This is an optimization exercise on Yosys and OpenROAD, whose aim is small area, a short achievable clock period and few clock cycles per item, not a production implementation. In this exercise RTL edits were held to simulation tests only and were not proved equivalent to the original. Power figures rest on the tool's default switching activity, not on a simulated workload.

==> design.v <==
module JAM (
input              CLK,
input              RST,
output logic [2:0] W,
output logic [2:0] J,
input        [6:0] Cost,
output logic [3:0] MatchCount,
output logic [8:0] MinCost,
output logic       Valid
);
localparam logic [1:0] PRE  = 2'd0,
                       DFS  = 2'd1,
                       DONE = 2'd2;
logic [1:0] ph;
logic [7:0] c;            
logic       srch;
assign srch = (ph == DFS);
logic [6:0] u  [0:7];
logic [6:0] v  [0:7];
logic [7:0] Z  [0:7];     
logic [3:0] S  [0:7];     
logic [3:0] Tc [0:7];     
logic [6:0] dl [0:7];     
logic [6:0] m;            
logic [3:0] ta;           
logic       iv;           
logic [7:0] mask;         
logic [2:0] col [0:6];    
logic [8:0] D   [0:7];    
logic [7:0] minEx;        
logic       found;
logic [3:0] cnt;
logic       ev;
logic [2:0] ew, ej;
logic [7:0] em;
logic [9:0] E;            
logic [6:0] LBr, LBk;     
function automatic logic [2:0] ffs8(input logic [7:0] x);
    logic [2:0] r;
    r = 3'd0;
    for (int k = 7; k >= 0; k--)
        if (x[k]) r = k;
    ffs8 = r;
endfunction
function automatic logic [7:0] above(input logic [2:0] p);
    above = ~((8'd2 << p) - 8'd1);
endfunction
function automatic logic [3:0] sat4(input logic [6:0] x);
    sat4 = (x > 7'd15) ? 4'd15 : x[3:0];
endfunction
logic [7:0] d1, d3;
assign d1 = c - 8'd1;      
assign d3 = c - 8'd73;     
logic [2:0] ui, vj;
logic [6:0] u_s, v_s;
assign u_s = u[ui];
assign v_s = v[vj];
logic [7:0] mc;
assign mc = mask | (8'd1 << J);
logic [7:0] Zt [0:7];          
always_comb
    for (int i = 0; i < 8; i++)
        for (int j = 0; j < 8; j++)
            Zt[j][i] = Z[i][j];
logic [7:0] rows_after;        
assign rows_after = above(W);
logic [3:0] gr [0:7];          
logic [3:0] gc [0:7];          
always_comb
    for (int i = 0; i < 8; i++) begin
        gr[i] = (rows_after[i] && ((Z[i] & ~mc) == 8'd0))  ? S[i]  : 4'd0;
        gc[i] = (!mc[i] && ((Zt[i] & rows_after) == 8'd0)) ? Tc[i] : 4'd0;
    end
logic [8:0] Dw;
assign Dw = D[W];
logic [9:0] E_iss;
logic [6:0] LBr_iss, LBk_iss;
logic [4:0] sr01, sr23, sr45, sr67, sk01, sk23, sk45, sk67;
logic [5:0] sr03, sr47, sk03, sk47;
assign E_iss = {1'b0, Dw} + {3'd0, u_s} + {3'd0, v_s};
assign sr01 = {1'b0, gr[0]} + {1'b0, gr[1]};
assign sr23 = {1'b0, gr[2]} + {1'b0, gr[3]};
assign sr45 = {1'b0, gr[4]} + {1'b0, gr[5]};
assign sr67 = {1'b0, gr[6]} + {1'b0, gr[7]};
assign sr03 = {1'b0, sr01} + {1'b0, sr23};
assign sr47 = {1'b0, sr45} + {1'b0, sr67};
assign LBr_iss = {1'b0, sr03} + {1'b0, sr47};
assign sk01 = {1'b0, gc[0]} + {1'b0, gc[1]};
assign sk23 = {1'b0, gc[2]} + {1'b0, gc[3]};
assign sk45 = {1'b0, gc[4]} + {1'b0, gc[5]};
assign sk67 = {1'b0, gc[6]} + {1'b0, gc[7]};
assign sk03 = {1'b0, sk01} + {1'b0, sk23};
assign sk47 = {1'b0, sk45} + {1'b0, sk67};
assign LBk_iss = {1'b0, sk03} + {1'b0, sk47};
logic       skipw, skipp;
logic [7:0] okw, okp;
assign skipw = ({5'd0, S[W]} > Dw);
assign okw   = skipw ? Z[W] : 8'hff;
logic [7:0] sib_v, skipped;
assign sib_v   = ~mask & above(J) & okw;
assign skipped = ~mask & above(J) & ~okw;
logic [2:0] pc, Wp;
logic [8:0] Dp;
logic [7:0] pmask, pop_v;
assign Wp    = W - 3'd1;
assign pc    = col[Wp];
assign Dp    = D[Wp];
assign skipp = ({5'd0, S[Wp]} > Dp);
assign okp   = 8'hff;
assign pmask = mask & ~(8'd1 << pc);
assign pop_v = ~mask & above(pc) & okp;
logic [10:0] Tr, Tk, Tm, ex_e;
assign Tr = {1'b0, E} - {4'd0, LBr};
assign Tk = {1'b0, E} - {4'd0, LBk};
assign Tm = (LBr > LBk) ? Tr : Tk;
logic pass_e;
assign pass_e = !Tr[10] && !Tk[10] && ({3'd0, Cost} <= Tr[9:0]) && ({3'd0, Cost} <= Tk[9:0]);
assign ex_e = {4'd0, Cost} - Tm;
logic [9:0] Dn;
assign Dn = E - {3'd0, Cost};
logic [7:0] emd;
assign emd = em | (8'd1 << ej);
logic e_desc, e_leaf;
assign e_desc = srch && ev && pass_e && ew != 3'd7;
assign e_leaf = srch && ev && pass_e && ew == 3'd7;
logic       p1;            
assign p1 = (c <= 8'd64);
logic [6:0] r;             
assign r = Cost - u_s;
logic [6:0] x, mn;
assign x  = p1 ? Cost : r;
assign mn = (d1[2:0] == 3'd0 || x < m) ? x : m;
logic [6:0] red;           
assign red = dl[7] - v_s;
logic       rz;
logic [3:0] rs;            
assign rz = (red == 7'd0);
assign rs = rz ? 4'd15 : sat4(red);
logic [7:0] ex_ev, exr, ex_s, exs, ex_min;
assign ex_ev = (srch && ev && !ex_e[10] && ex_e != 11'd0) ? ((ex_e[9:8] != 2'd0) ? 8'hff : ex_e[7:0]) : 8'hff;
assign ex_s  = (srch && iv && !e_desc && skipped != 8'd0) ? 8'({5'd0, S[W]} - Dw) : 8'hff;
always_comb begin
    ex_min = minEx;
    if (exr  < ex_min) ex_min = exr;
    if (exs  < ex_min) ex_min = exs;
end
logic pre_last, pass_end, fin, acc;
assign pre_last = (ph == PRE) && (c == 8'd136);
assign pass_end = srch && !iv && !ev && W == 3'd0;
assign fin      = pass_end && found;
assign acc      = (ph == PRE) && c >= 8'd9 && c <= 8'd129 && c[2:0] == 3'd1;
logic step_sib, step_pop;
assign step_sib = iv && sib_v != 8'd0;
assign step_pop = !step_sib && W != 3'd0;
logic [2:0] W_nx, J_nx;
always_comb begin
    W_nx = W;
    J_nx = J;
    if (ph == PRE) begin
        if (pre_last) begin
            W_nx = 3'd0;
            J_nx = 3'd0;
        end else if (c < 8'd63) begin
            {W_nx, J_nx} = 6'(c + 8'd1);
        end else begin
            W_nx = 3'(c + 8'd1);
            J_nx = 3'((c + 8'd1) >> 3);
        end
    end else if (srch) begin
        if (e_desc) begin
            W_nx = ew + 3'd1;
            J_nx = ffs8(~emd);
        end else if (step_sib) begin
            J_nx = ffs8(sib_v);
        end else if (step_pop) begin
            W_nx = Wp;
            J_nx = ffs8(pop_v);
        end else if (!iv && !ev && !found) begin
            J_nx = 3'd0;
        end
    end
end
always_ff @(posedge CLK) begin
    ui <= (ph == PRE && !pre_last) ? W : W_nx;
    vj <= (ph == PRE && !pre_last) ? 3'((d3 + 8'd1) >> 3) : J_nx;
end
always_ff @(posedge CLK or posedge RST) begin
    if (RST) begin
        ph      <= PRE;
        c       <= 8'd0;
        W       <= 3'd0;
        J       <= 3'd0;
        iv      <= 1'b0;
        ev      <= 1'b0;
        mask    <= 8'd0;
        minEx   <= 8'hff;
        exr     <= 8'hff;
        exs     <= 8'hff;
        found   <= 1'b0;
        cnt     <= 4'd0;
        MinCost <= 9'd0;
    end else begin
        W <= W_nx;
        J <= J_nx;
        if (acc || fin)
            MinCost <= MinCost + (fin ? D[0] : {2'd0, m});
        case (ph)
        PRE: begin
            c <= c + 8'd1;
            if (pre_last) begin
                ph   <= DFS;
                mask <= 8'd0;
                iv   <= 1'b1;
            end
        end
        DFS: begin
            minEx <= ex_min;
            exr   <= ex_ev;
            exs   <= ex_s;
            if (e_leaf) begin
                found <= 1'b1;
                cnt   <= cnt + 4'd1;
            end
            ev <= !e_desc && iv;
            if (e_desc) begin
                mask <= emd;
                iv   <= 1'b1;
            end else if (step_sib) begin
            end else if (step_pop) begin
                mask <= pmask;
                iv   <= (pop_v != 8'd0);
            end else if (iv || ev) begin
                iv <= 1'b0;    
            end else if (fin) begin
                ph <= DONE;
            end else begin
                minEx <= 8'hff;
                mask  <= 8'd0;
                iv    <= 1'b1;
            end
        end
        default: ;
        endcase
    end
end
always_ff @(posedge CLK) begin
    ew <= W;
    ej <= J;
    em <= mask;
    E  <= E_iss;
    LBr <= LBr_iss;
    LBk <= LBk_iss;
    m  <= mn;
    for (int k = 7; k > 0; k--) dl[k] <= dl[k-1];
    dl[0] <= r;
    if (ph == PRE && c <= 8'd128 && d1[2:0] == 3'd7) begin
        if (p1) u[d1[5:3]] <= mn;
        else    v[d1[5:3]] <= mn;
    end
    if (ph == PRE && c >= 8'd73) begin
        Z[d3[2:0]][d3[5:3]] <= rz;
        if (d3[5:3] == 3'd0 || rs < S[d3[2:0]])
            S[d3[2:0]] <= rs;
        if (d3[2:0] == 3'd7)
            Tc[d3[5:3]] <= (rs < ta) ? rs : ta;
    end
    ta <= (d3[2:0] == 3'd0 || rs < ta) ? rs : ta;
    if (pre_last)
        D[0] <= 9'd0;
    else if (pass_end && !fin)
        D[0] <= D[0] + {1'b0, ex_min};
    if (e_desc) begin
        col[ew]      <= ej;
        D[ew + 3'd1] <= Dn[8:0];
    end
end
assign Valid = (ph == DONE);
assign MatchCount = cnt;
endmodule
==> run.sh <==
#!/bin/bash
# synth_recipe.tcl (not shown) runs the flow's synth.tcl, then flattens the netlist and writes it again
# the make line also repeats each setting of config.mk as NAME=value (left out here)
make -C /OpenROAD-flow-scripts/flow DESIGN_CONFIG=/design/flow/config.mk WORK_HOME=/design/flow/orfs CLKGATE_MAP_FILE= SYNTH_SCRIPT=/design/flow/synth_recipe.tcl finish
==> config.mk <==
export PLATFORM = sky130hd
export DESIGN_NAME = JAM
export DESIGN_NICKNAME = JAM
export VERILOG_FILES = /design/flow/design.v
export SDC_FILE = /design/flow/constraint.sdc
export NUM_CORES = 4
export LEC_CHECK = 0
export CAP_MARGIN = 20
export CORE_MARGIN = 2
export CORE_UTILIZATION = 40
export SLEW_MARGIN = 20
==> constraint.sdc <==
create_clock -name core_clock -period 10.0 [get_ports {CLK}]
set_input_delay 2.0000 -clock core_clock [delete_from_list [all_inputs] [get_ports {CLK}]]
set_output_delay 2.0000 -clock core_clock [all_outputs]
set_load 0.01 [all_outputs]
==> results.yml <==
floorplan:
  io_pins: 29
  die_area_sq_um: 70200
  core_area_sq_um: 67300
  rows: 95
  die_h_um: 265
  start_util_pct: 40.5
  die_w_um: 265
synthesis:
  syn_inst: 2257
  syn_avg_cell_area_sq_um: 12.1
  synth_edf_count: 336
  ys_ff_latch: 507
  ys_async_sr_fraction_pct: 12.6
  synth_cell_types: 86
  synth_common_cells: "edfxtp_1, nor2_1, inv_1, ha_1, nand2_1"
  yosys_warnings: 5
  yosysMostFrequentCell: "edfxtp_1"
  yosysTopAreaCell: "edfxtp_1"
  synth_seq_area_share_pct: 50.9
  synth.area.top_cells: "edfxtp_1, dfxtp_1, ha_1"
  syn-cell-area_sq_um: 27200
  synth_ff_type: "edfxtp_1"
  synth_nets: 2472
  synth_top_area_share_pct: 37.1
timing:
  finalClockSkew_ps: 42.4
  tns_ps: 0
  rsz0062_at_grt: "no"
  period_share_pct: 79.2
  setup_viol: 0
  slew_headroom_pct: 22.8
  tightest_slew_ps: 1150
  finalHoldViolCount: 0
  timing.final.crit_period_ps: 7920
  fmax_mhz: 126
  holdWs_ps: 321
  slew_violations: 0
clocking:
  post_cts.resized_instances: 0
  cts_made_buffers: 56
  ctsLongestPathBuffers: 3
  cts_root_buf: "clkbuf_16"
  cts_hold_buf: 0
  cts_sinks: 507
  cts_tree: "yes"
  htreeDepth: 2
  clk_latency_ps: 660
  clk_pin_slew_ps: 70
  cts_setup_buffers: 0
routing:
  avgRoutedWirePerCell_um: 22.7
  drt_wl_total_mm: 72.9
  initialDrtViolationCount: 1771
  drc: 0
  viasPerCell: 5.72
  vias: 18300
  postRouteAntennaNets: 0
  firstDrtPassIters: 8
critical_path:
  rr_worst_depth: 20
  cp_max_fo: 21
  cp-start-kind: "flip-flop"
  worstPathArrival_ps: 8430
  end_kind: "flip-flop"
  rrSetupSlack_ps: 2080
  r2r-start: "W[1]$_DFF_PP0_"
  crit_type: "flip-flop to flip-flop"
  required_ps: 10510
  reg2reg_to: "LBk[6]$_DFF_P_"
power_and_ir_drop:
  vdd_drop_max_mv: 0.140
  p_per_area_nw_per_um2: 158
  leakage_nw: 11.2
min_path:
  min_path_type: "flip-flop to flip-flop"
  hold_start: "dl[1][5]$_DFF_P_"
  hold_path_depth: 0
  hold-path-endpoint: "dl[2][5]$_DFF_P_"
cells_and_area:
  area_growth_pct: 11.3
  drive_gt1_share_pct: 11.5
  n_antenna_cell: 0
  utilization_pct: 45.0
  layout.nets: 2503
placed_design:
  port_buffers: 28
  finalWeightedCongestion: 0.945
  place_hpwl_mm: 55.0
global_route:
  grt_overflow_total: 0
  grt_max_degree: 65
  grt_pass1_vias: 18600
  grt_antenna_before_repair: 2
  grt_pass1_wl_mm: 112
  grt_use_total_pct: 20.8
status:
  status: "timing/DRC/antenna clean"
job:
  maxCapViolations: 0
registers in the layout, indices dropped and copies added (netlist names), 7 cells and up, named ones only:
signal   cells
D           72
Z           63
dl          56
u           56
v           56
S           32
Tc          32
col         21
E           10
MinCost      9
c            8
em           8
exr          8
exs          8
mask         8
minEx        8
LBk          7
LBr          7
m            7
critical path, stage by stage (launching register included):
cell	delay (ps)
dfrtp_2	600
inv_1	240
ha_1	340
nor2b_1	810
clkinv_1	510
ha_1	410
xor2_1	180
a22oi_1	260
a221o_1	440
a221oi_1	660
and2_1	250
fa_1	450
fa_1	520
fa_1	540
inv_1	50
fa_1	530
inv_1	40
ha_1	220
fa_1	400
a21o_1	170
a21o_1	170
layer usage:
| layer | wire length [um] | global-route usage [%] |
|---|---|---|
| met1 | 32200 | 28.6 |
| met2 | 34500 | 34.4 |
| met4 | 2170 | 6.31 |
| met5 | 13 | 0 |
| met3 | 4010 | 2.90 |
metrics by stage:
stage          std cells  total power, mW  setup WS, ps  area [sq um]
4_1_cts             3208             4.84          2260         30300
5_1_grt             3208             4.98          1700         30300
3_5_place_dp        3103             2.77          2270         28400
6_report            3208             4.80          2080         30300
2_1_floorplan       2257             2.63          3310         27200
3_3_place_gp        3103             2.75          2390         28400
worst max path at each step:
stage | to | cells after the start | start
floorplan | LBk[6]$_DFF_P_ | 26 | W[1]$_DFF_PP0_
global placement | LBk[6]$_DFF_P_ | 21 | W[1]$_DFF_PP0_
detailed placement | LBk[6]$_DFF_P_ | 21 | W[1]$_DFF_PP0_
CTS | LBk[6]$_DFF_P_ | 21 | W[1]$_DFF_PP0_
global route | LBk[6]$_DFF_P_ | 20 | W[1]$_DFF_PP0_
finish | LBk[6]$_DFF_P_ | 20 | W[1]$_DFF_PP0_
power breakdown:
part           internal, mW  switching (mW)  total [mW]
Combinational         0.175           0.213       0.388
Clock                  1.19           0.885        2.07
Sequential             2.30          0.0342        2.34
layout make-up:
cell class	instances	area, sq um
fill	6081	37000
timing repair buffer	47	423
clock buffer	70	1470
inverter	182	683
multi-input combinational	1494	12400
tap	873	1090
sequential	507	13900
clock inverter	35	390
cells by family (layout without fill, tap and decap cells):
kind of cell | Yosys count | count (layout) | share of synthesized area [%]
simple gates | 593 | 593 | 10.5
fa+ha+maj | 206 | 206 | 11.1
xor+xnor | 94 | 94 | 3.13
flops | 507 | 507 | 50.9
compound gates | 426 | 426 | 10.7
mux | 175 | 175 | 9.99
buf+inv | 256 | 334 | 3.65
cells in the final DEF (no fill, tap or decap), types with 25 or more instances in the layout:
| master | n |
|---|---|
| a21o_1 | 35 |
| a21oi_1 | 83 |
| a22oi_1 | 25 |
| and2_1 | 48 |
| clkbuf_16 | 56 |
| clkdlybuf4s50_1 | 28 |
| dfrtp_1 | 37 |
| dfxtp_1 | 107 |
| edfxtp_1 | 336 |
| fa_1 | 59 |
| ha_1 | 147 |
| inv_1 | 177 |
| mux2_2 | 48 |
| mux2i_1 | 53 |
| mux4_2 | 72 |
| nand2_1 | 142 |
| nand3_1 | 43 |
| nor2_1 | 197 |
| nor3_1 | 34 |
| o21ai_0 | 71 |
| xnor2_1 | 63 |
| xor2_1 | 29 |
Testbench counts, summed over its fixed seeds: cycles 8,151, jobs 24.

[static timing again, ports no longer ideal]
How much do the figures lean on ideal ports? The routed layout below was timed once more, with nothing changed but the port constraints. Step 1 sets driving cells, clkbuf_16 on the clock port and buf_2 on the other inputs (assumed; they add their load-dependent delay and slew). Step 2 also shifts input and output timing later by t, the mid clock arrival at the registers, as if the neighbouring blocks saw the same clock. Three values: no drivers, after step 1, after step 2; two values: the first two.
t, ns: 0.701
slack for setup (ns): 2.082 / 2.082 / 2.082
worst register clock-pin slew, ns: 0.07 / 0.07
After both steps setup and hold are still met in this run. For this run, drivers alone change the setup slack by 0.000 ns; drivers and shift together by 0.000 ns.
